Context: an optimization exercise on an open-source flow, tuned for small area, a short achievable clock period and few clock cycles. The choices shown serve that exercise and are no tape-out recipe.
In this exercise RTL edits were held to simulation tests only and were not proved equivalent to the original.
Power and IR drop assume default switching activity.

===== design/flow/design.v =====
module mux
#(parameter width)
(
    input  [width-1:0] in1,
    input  [width-1:0] in2,
    input sel,
    output reg [width-1:0] mux_out
);
always @(*) begin
    case(sel)
    1'b0: mux_out = in1;
    1'b1: mux_out = in2;
    endcase
end
endmodule 
module Adder (
  input      [31:0]  IN_A,
  input      [31:0]  IN_B,
  output reg [31:0] ADD_out
);
always @(*) begin
    ADD_out = IN_A + IN_B; 
end
endmodule 
module shift 
(
    input  [31:0] IN,
    output reg [31:0] OUT
);
always @(*) begin
    OUT = IN <<2;
end
endmodule 
module shif_wid(
    input [25:0] IN,
    output reg [27:0] OUT
);
always @(*) begin
    OUT= {IN,2'b00};
end
endmodule 
module Sign_Ext (
    input      [15:0] sign_in,
    output reg [31:0] sign_out 
);
always @(*) begin
    if (sign_in[15]==1'b0)
      begin 
          sign_out = {16'h0000,sign_in};
      end
    else 
     begin 
        sign_out = {16'hFFFF,sign_in}; 
     end 
end
endmodule 
module PC_plus4(
    input        [31:0] PC_plus4_in,
    output reg   [31:0] PC_plus4_out 
);
always @(*) begin
    PC_plus4_out = PC_plus4_in +32'd4;  
end
endmodule 
module PC (
input        [31:0] PC_in,
input               clk,
input               rst,
output reg   [31:0] PC_out
);
always @(posedge clk , negedge rst) begin
     if (!rst)
      begin
       PC_out <= 32'b0;
      end 
     else
      begin 
          PC_out <= PC_in;
      end
end
endmodule
module reg_file(
    input [4:0] A1,
    input [4:0] A2,
    input [4:0] A3,
    input [31:0] WD3,
    input     clk,
    input     rst,
    input     WE3,
    output wire [31:0] RD1,
    output wire [31:0] RD2   
);
reg [31:0] REG  [31:0];
integer i;
always @(posedge clk , negedge rst) begin
    if (!rst) 
    begin 
        for(i=0; i<32; i=i+1)
        begin
            REG [i] <= { (32) {1'b0} };
        end
    end
    else if (WE3)
    begin
        REG[A3] <= WD3;
    end 
end
assign RD1 = REG[A1];
assign RD2 = REG[A2];
endmodule
module alu(
    input  [31:0] srcA,
    input  [31:0] srcB,
    input  [2:0]  alu_control,
    output reg       zero_flag,
    output reg [31:0] alu_out   
);
always @(*) 
begin
    case(alu_control)
    3'b000: alu_out = srcA & srcB;
    3'b001: alu_out = srcA | srcB;
    3'b010: alu_out = srcA + srcB;
    3'b100: alu_out = srcA - srcB;
    3'b101: alu_out = srcA * srcB;
    3'b110: 
      begin
        if (srcA < srcB) alu_out = 32'hFFFFFFFF;
        else  alu_out =32'b0;
      end
    default: alu_out = 32'b0;  
    endcase
end
always @(*) 
 begin
     if (alu_out == 32'b0 )
     begin
         zero_flag = 1'b1;
     end
     else 
     begin
         zero_flag = 1'b0;
     end  
 end
 endmodule
module DATA(
    input wire clkd,
    input wire rstd,
    input   [31:0] instrd,
    input   [31:0] ReadDatad,
    input   [2:0]  Alucontd,
    input          jumpd,
    input          PCsrcd,
    input          MemtoRegd,
    input          Alusrcd,
    input          RegDstd,
    input          RegWrited, 
    output         zerod,
    output  [31:0] PCd,
    output  [31:0] AluOutd,
    output  [31:0] WriteDatad
);
wire [31:0] mux_out1;
wire [31:0] PCplus4;
wire [31:0] PCbranch;
wire [31:0] PCjump;
wire [31:0] mux_out2;
wire [27:0] shif_out1;
wire [31:0] signlmm;
wire [31:0] shif_out2;
wire [4:0]  WriteReg;
wire [31:0] result;
wire [31:0] Alu1;
wire [31:0] Alu2;
assign PCjump = {PCplus4[31:28],shif_out1};
mux #(.width(32)) mux1 (
    .sel(PCsrcd),
    .in1(PCplus4),
    .in2(PCbranch),
    .mux_out(mux_out1)
);
mux #(.width(32)) mux2 (
    .sel(jumpd),
    .in1(mux_out1),
    .in2(PCjump),
    .mux_out(mux_out2)
);
PC PC_d (
  .PC_in(mux_out2),
  .clk(clkd),
  .rst(rstd),
  .PC_out(PCd)
);
PC_plus4 PC_plus4d (
   .PC_plus4_in(PCd),
   .PC_plus4_out(PCplus4) 
);
shif_wid shif_wid_d (
    .IN(instrd[25:0]),
    .OUT(shif_out1)
);
Sign_Ext  Sign_Ext_d (
    .sign_in(instrd[15:0]),
    .sign_out(signlmm) 
);
shift shiftd (
    .IN(signlmm),
    .OUT(shif_out2)
);
Adder Adderd (
    .IN_A(shif_out2),
    .IN_B(PCplus4),
    .ADD_out(PCbranch)
);
mux #(.width(5)) mux3 (
    .in1(instrd[20:16]),
    .in2(instrd[15:11]),
    .sel(RegDstd),
    .mux_out(WriteReg)
);
reg_file reg_file_d (
    .A1(instrd[25:21]),
    .A2(instrd[20:16]),
    .A3(WriteReg),
    .WD3(result),
    .clk(clkd),
    .rst(rstd),
    .WE3(RegWrited),
    .RD1(Alu1),
    .RD2(WriteDatad)   
);
mux #(.width(32)) mux4 (
    .in1(WriteDatad),
    .in2(signlmm),
    .sel(Alusrcd),
    .mux_out(Alu2)
);
alu alud (
    .srcA(Alu1),
    .srcB(Alu2),
    .alu_control(Alucontd),
    .zero_flag(zerod),
    .alu_out(AluOutd)
);
mux #(.width(32)) mux5 (
    .in1(AluOutd),
    .in2(ReadDatad),
    .sel(MemtoRegd),
    .mux_out(result)
);
endmodule
module control_unit(
    input  [5:0]  opcode,
    input  [5:0]  funct,
    output  reg jump,
    output  reg mem_to_reg,
    output  reg mem_wrt,
    output  reg branch,
    output  reg ALUsrc,
    output  reg reg_des,
    output  reg reg_wrt,
    output  reg  [2:0]  ALU_control   
);
reg  [1:0]  ALUout;
 always @(*) begin
     case(opcode)
      6'b10_0011: begin
          jump = 1'b0;
          ALUout = 2'b00;
          mem_wrt = 1'b0;
          reg_wrt = 1'b1;
          reg_des = 1'b0;
          ALUsrc = 1'b1;
          mem_to_reg = 1'b1;
          branch = 1'b0;
      end 
      6'b10_1011: begin
          jump = 1'b0;
          ALUout = 2'b00;
          mem_wrt = 1'b1;
          reg_wrt = 1'b0;
          reg_des = 1'b0;
          ALUsrc = 1'b1;
          mem_to_reg = 1'b1;
          branch = 1'b0;
      end
      6'b00_0000: begin
          jump = 1'b0;
          ALUout = 2'b10;
          mem_wrt = 1'b0;
          reg_wrt = 1'b1;
          reg_des = 1'b1;
          ALUsrc = 1'b0;
          mem_to_reg = 1'b0;
          branch = 1'b0; 
      end
      6'b00_1000: begin
          jump = 1'b0;
          ALUout = 2'b00;
          mem_wrt = 1'b0;
          reg_wrt = 1'b1;
          reg_des = 1'b0;
          ALUsrc = 1'b1;
          mem_to_reg = 1'b0;
          branch = 1'b0;
      end
      6'b00_0100: begin
          jump = 1'b0;
          ALUout = 2'b01;
          mem_wrt = 1'b0;
          reg_wrt = 1'b0;
          reg_des = 1'b0;
          ALUsrc = 1'b0;
          mem_to_reg = 1'b0;
          branch = 1'b1;
      end
      6'b00_0010: begin
          jump = 1'b1;
          ALUout = 2'b00;
          mem_wrt = 1'b0;
          reg_wrt = 1'b0;
          reg_des = 1'b0;
          ALUsrc = 1'b0;
          mem_to_reg = 1'b0;
          branch = 1'b0;
      end
      default: begin
         jump = 1'b0;
          ALUout = 2'b00;
          mem_wrt = 1'b0;
          reg_wrt = 1'b0;
          reg_des = 1'b0;
          ALUsrc = 1'b0;
          mem_to_reg = 1'b0;
          branch = 1'b0; 
      end 
     endcase
 end
always @(*) begin
    case(ALUout)
    2'b00: ALU_control = 3'b010;
    2'b01: ALU_control = 3'b100;
    2'b10: begin
        case (funct)
        6'b10_0000: ALU_control = 3'b010;
        6'b10_0010: ALU_control = 3'b100;
        6'b10_1010: ALU_control = 3'b110;
        6'b01_1100: ALU_control = 3'b101;
        default:    ALU_control = 3'b010;
        endcase
    end 
    default: ALU_control = 3'b010;  
    endcase
end
endmodule 
module mips_core(
    input         clk,
    input         rst_n,
    output [31:0] imem_addr,
    input  [31:0] imem_data,
    output [31:0] dmem_addr,
    output [31:0] dmem_wdata,
    output        dmem_we,
    input  [31:0] dmem_rdata
);
wire [31:0] PC_top;
wire [31:0] instr;
wire [31:0] ReadData_top;
wire [31:0] AluOut_top;
wire [31:0] WriteData_top;
wire        MemWrite_top;
wire        RegWrite_top;
wire        RegDst_top;
wire        AluSrc_top;
wire        MemtoReg_top;
wire        Branch_top;
wire        jump_top;
wire    [2:0]    Alucont_top;
wire        PCsrc_top;
wire        zero_top;
assign PCsrc_top = zero_top & Branch_top;
assign imem_addr = PC_top;
assign instr     = imem_data;
assign dmem_addr    = AluOut_top;
assign dmem_wdata   = WriteData_top;
assign dmem_we      = MemWrite_top;
assign ReadData_top = dmem_rdata;
DATA DATA_top (
    .clkd(clk),
    .rstd(rst_n),
    .instrd(instr),
    .ReadDatad(ReadData_top),
    .Alucontd(Alucont_top),
    .jumpd(jump_top),
    .PCsrcd(PCsrc_top),
    .MemtoRegd(MemtoReg_top),
    .Alusrcd(AluSrc_top),
    .RegDstd(RegDst_top),
    .RegWrited(RegWrite_top),
    .zerod(zero_top),
    .PCd(PC_top),
    .AluOutd(AluOut_top),
    .WriteDatad(WriteData_top)
);
control_unit control_unit_top (
    .opcode(instr[31:26]),
    .funct(instr[5:0]),
    .jump(jump_top),
    .mem_to_reg(MemtoReg_top),
    .mem_wrt(MemWrite_top),
    .branch(Branch_top),
    .ALUsrc(AluSrc_top),
    .reg_des(RegDst_top),
    .reg_wrt(RegWrite_top),
    .ALU_control(Alucont_top)
);
endmodule

===== design/flow/run.sh =====
#!/bin/bash
# synth_recipe.tcl (not shown) runs the flow's synth.tcl, then flattens the netlist and writes it again
# the make line also repeats each setting of config.mk as NAME=value (left out here)
make -C /OpenROAD-flow-scripts/flow DESIGN_CONFIG=/design/flow/config.mk WORK_HOME=/design/flow/orfs CLKGATE_MAP_FILE= SYNTH_SCRIPT=/design/flow/synth_recipe.tcl finish

===== design/flow/config.mk =====
export PLATFORM = sky130hd
export DESIGN_NAME = mips_core
export DESIGN_NICKNAME = mips_core
export VERILOG_FILES = /design/flow/design.v
export SDC_FILE = /design/flow/constraint.sdc
export NUM_CORES = 4
export LEC_CHECK = 0
export CAP_MARGIN = 20
export CORE_MARGIN = 2
export CORE_UTILIZATION = 35
export SETUP_SLACK_MARGIN = 0.3
export SLEW_MARGIN = 20

===== design/flow/constraint.sdc =====
create_clock -name core_clock -period 19.0 [get_ports {clk}]
set_input_delay 3.8000 -clock core_clock [delete_from_list [all_inputs] [get_ports {clk}]]
set_output_delay 3.8000 -clock core_clock [all_outputs]
set_load 0.01 [all_outputs]

==> run summary <==
## routing by layer
layer | vias to the layer above | routed length, µm | track usage, %
met1 | 38500 | 161000 | 49.1
met5 | - | 636 | 1.27
li1 | 31476 | - | -
met4 | 52 | 36600 | 25.4
met3 | 1963 | 67200 | 17.5
met2 | 6915 | 166000 | 52.2
## worst max-delay path by stage
stage,start,to,slack [ns],cells past startpoint
6_report,imem_data[19],dmem_addr[30],0.50,40
2_1_floorplan,imem_data[18],dmem_addr[30],1.56,46
4_1_cts,imem_data[16],dmem_addr[30],0.49,39
3_5_place_dp,imem_data[17],dmem_addr[31],0.30,37
3_3_place_gp,imem_data[17],dmem_addr[31],0.29,37
5_1_grt,imem_data[16],dmem_addr[30],0.25,45
## timing repair
| item | 4_1_cts | 5_1_grt |
|---|---|---|
| cloned | 0 | 0 |
| hold buffers | 0 | 0 |
| buffers inserted | 0 | 9 |
| gates resized for setup | 1 | 8 |
| setup endpoints to repair | 1 | 8 |
## synthesized netlist by cell type, drive strengths merged, types with 12 or more instances
master      n
clkbuf    492
xnor2     106
a221oi     35
mux2       14
inv       625
buf       221
nor2      587
nor3       57
a21o       38
nand3     466
fa        411
o31ai      44
and3      142
and2       23
nand3b     17
a21oi     185
xor2       29
and4       20
clkinv     12
a211oi     20
a31oi      52
nand2    1499
nand2b     28
mux2i      46
nor4       64
a2111oi    42
o21bai     27
ha        251
a22oi     569
dfrtp    1054
or3        20
a222oi     23
or4        22
o211ai     18
nand4     227
a221o      17
o21a       19
o22ai      17
nor2b      31
a22o       40
o21ai    1138
## state kept, by name, indices dropped and copies added (netlist names)
| signal | count |
|---|---|
| DATA_top.reg_file_d.REG | 1024 |
| DATA_top.PC_d.PC_out | 30 |
## cells by family after synthesis
| logic type | synth area share [%] |
|---|---|
| DFF | 35.2 |
| adders and majority gates | 15.2 |
| and+or+nand+nor | 19.6 |
| other | 0.00500 |
| buffers and inverters | 7.21 |
| xor gates and xnor gates | 1.86 |
| AOI/OAI and AO/OA | 20.1 |
| muxes | 0.824 |
## worst max-delay path, delay by kind of cell
family                   cells  cell delay, ns
buffers and inverters       14            2.84
AO/OA/AOI/OAI                9            2.22
AND/OR/NAND/NOR              8            1.59
adder cells (fa/ha/maj)      9            4.19
## where the power goes
part	switching, mW	internal [mW]
clock	1.06	1.48
combinational	0.619	0.306
sequential	0.0588	2.29
total	1.74	4.08
## area by class of cell
| cell class | instances | area, µm² |
|---|---|---|
| fillers | 21040 | 124000 |
| clock inverters | 57 | 883 |
| inverters | 637 | 2390 |
| flip-flops and latches | 1054 | 26400 |
| clock buffers | 157 | 3310 |
| well taps | 2821 | 3530 |
| repair buffers | 840 | 7370 |
| multi-input cells | 6498 | 44200 |
| diodes | 42 | 105 |
## metrics by stage
step / utilization [%] / cells / total power, mW / hold WS [ns] / area [µm²]
after floorplan: - / 8902 / 2.82 / 0.459 / 75000
after global placement: 39.3 / 11834 / 3.25 / 0.481 / 83600
after detailed placement: 39.3 / 11834 / 3.26 / 0.487 / 83600
after CTS: 41.3 / 12048 / 5.76 / 0.500 / 87800
after global routing: 41.4 / 12077 / 5.94 / 0.521 / 88100
final: 41.5 / 12106 / 5.82 / 0.506 / 88100
==> metrics.cfg <==
[finish]
layout_commonest_cell = nand2_1
final_cell_mix = nand2_1 (1463), o21ai_0 (1089), dfrtp_1 (1054), buf_4 (625), inv_1 (619)
areaGrowthSynthToFinish_pct = 17.6
drive_above_1_share_pct = 12.2
nNetsFinal = 9875

[min_path]
holdPathEnd = DATA_top.reg_file_d.REG[16][26]$_DFFE_PN0P_
worstHoldStart = DATA_top.reg_file_d.REG[16][26]$_DFFE_PN0P_
hold_path.class = flip-flop to flip-flop
hold_depth = 2

[worst_setup_path]
crit_slowest_cell = a2111oi_1
path_class = input pin to output pin
cp.required_ns = 15.20
critPathMaxStageDelay_ns = 0.78
worstSetupEndpointType = output pin
startpoint_type = input pin
reg2reg_depth = 41
reg2reg_slack_ns = 6.80
r2r_start = DATA_top.reg_file_d.REG[22][5]$_DFFE_PN0P_
crit_fanout = 20
critPathArrivalTime_ns = 14.70
r2r_end = DATA_top.PC_d.PC_out[30]$_DFF_PN0_
crit_path_frequent_cell = fa_1

[floorplanning]
initial_core_util_pct = 35.3
io_pins = 163
die-width_um = 467
dieArea_um2 = 218000
std_cell_rows = 169
core_area_um2 = 213000
die_h_um = 467

[synth]
ys_seq_elements = 1054
ys_types = 110
yosys_warnings = 12
synth_top_area_cell = dfrtp_1
yosys.area.top_type_share_pct = 35.2
synth_area_um2 = 75000
ys_async_sr_fraction_pct = 100
synth_area_per_cell_um2 = 8.42
ys.flop_type = dfrtp_1
synth-edff-count = 0
ys_seq_area_share_pct = 35.2
netlist_top_cells_area = dfrtp_1 (35%), fa_1 (11%), nand2_1 (7.5%), o21ai_0 (7.3%), a22oi_1 (5.7%)
syn_inst = 8901

[timing]
hold_viol = 0
tns_ns = 0
grt_setup_unrepaired = yes
slew_headroom_pct = 13.7
min_period_over_period_pct = 97.4
fin_ws_ns = 0.502
finalSetupViolations = 0
worst_slew_pin_slew_ns = 1.29
drv_slew = 0
layout_min_cycle_time_ns = 18.50
finClkSkew_ns = 0.0965
max_freq_mhz = 54.1

[clocking]
cts_tree = yes
path_clk_slew_ns = 0.06
clkLatencyLatePin_ns = 0.84
cts_sinks = 1054
cts_buffer_depth = 3
cts-htree-levels = 3
root_buffer = clkbuf_16
cts_buffers = 116

[route]
antenna_left = 0
wl_per_cell_um = 35.7
vias = 78906
drt_pre_antenna_iters = 12
route.detailed.drc = 0
drt_wl_total_um = 432000
via_per_inst = 6.52
drt-initial-drc-count = 13820

[place]
preCtsSetupSlack_ns = 0.297
dp_hpwl_um = 306000
port_buffers = 160
gp_congestion = 1.12

[pwr]
power_density_nw_per_um2 = 66.0
p_leak_nw = 39.5
vdd_drop_max_v = 0.0000778

[job]
cap_viol_max_count = 0

[grt]
grt_overflow = 0
track_usage_pct = 38.7
grt_pass1_vias = 74933
antenna_found_initial = 49
grt_max_degree = 182
grt_pass1_wl_um = 594000

[run_status]
status = no timing/DRC/antenna violations

Testbench counts, summed over its fixed seeds: cycles 101,209.

## re-timing with driven ports
Ports are ideal in the flow. The routed layout listed here was re-timed in OpenROAD.
Step 1 sets driving cells, clkbuf_16 on the clock port and buf_2 on the other inputs (assumed; they add their load-dependent delay and slew).
Step 2 times the ports against the registers' clock, not the clock port: input delays grow and output delays shrink by t, the midpoint of the rising clock arrivals with the driver on.
a / b / c = ideal / step 1 / step 2; a / b = the first two.
t (ns): 0.891
slack for setup (ns): 0.502 / 0.439 / 0.439
worst setup path after step 2: input to output
clock arrival spread, ns: 0.097 / 0.096
After both steps this run still meets setup and hold. For this run, drivers alone change the setup slack by -0.063 ns; drivers and shift together by -0.063 ns.
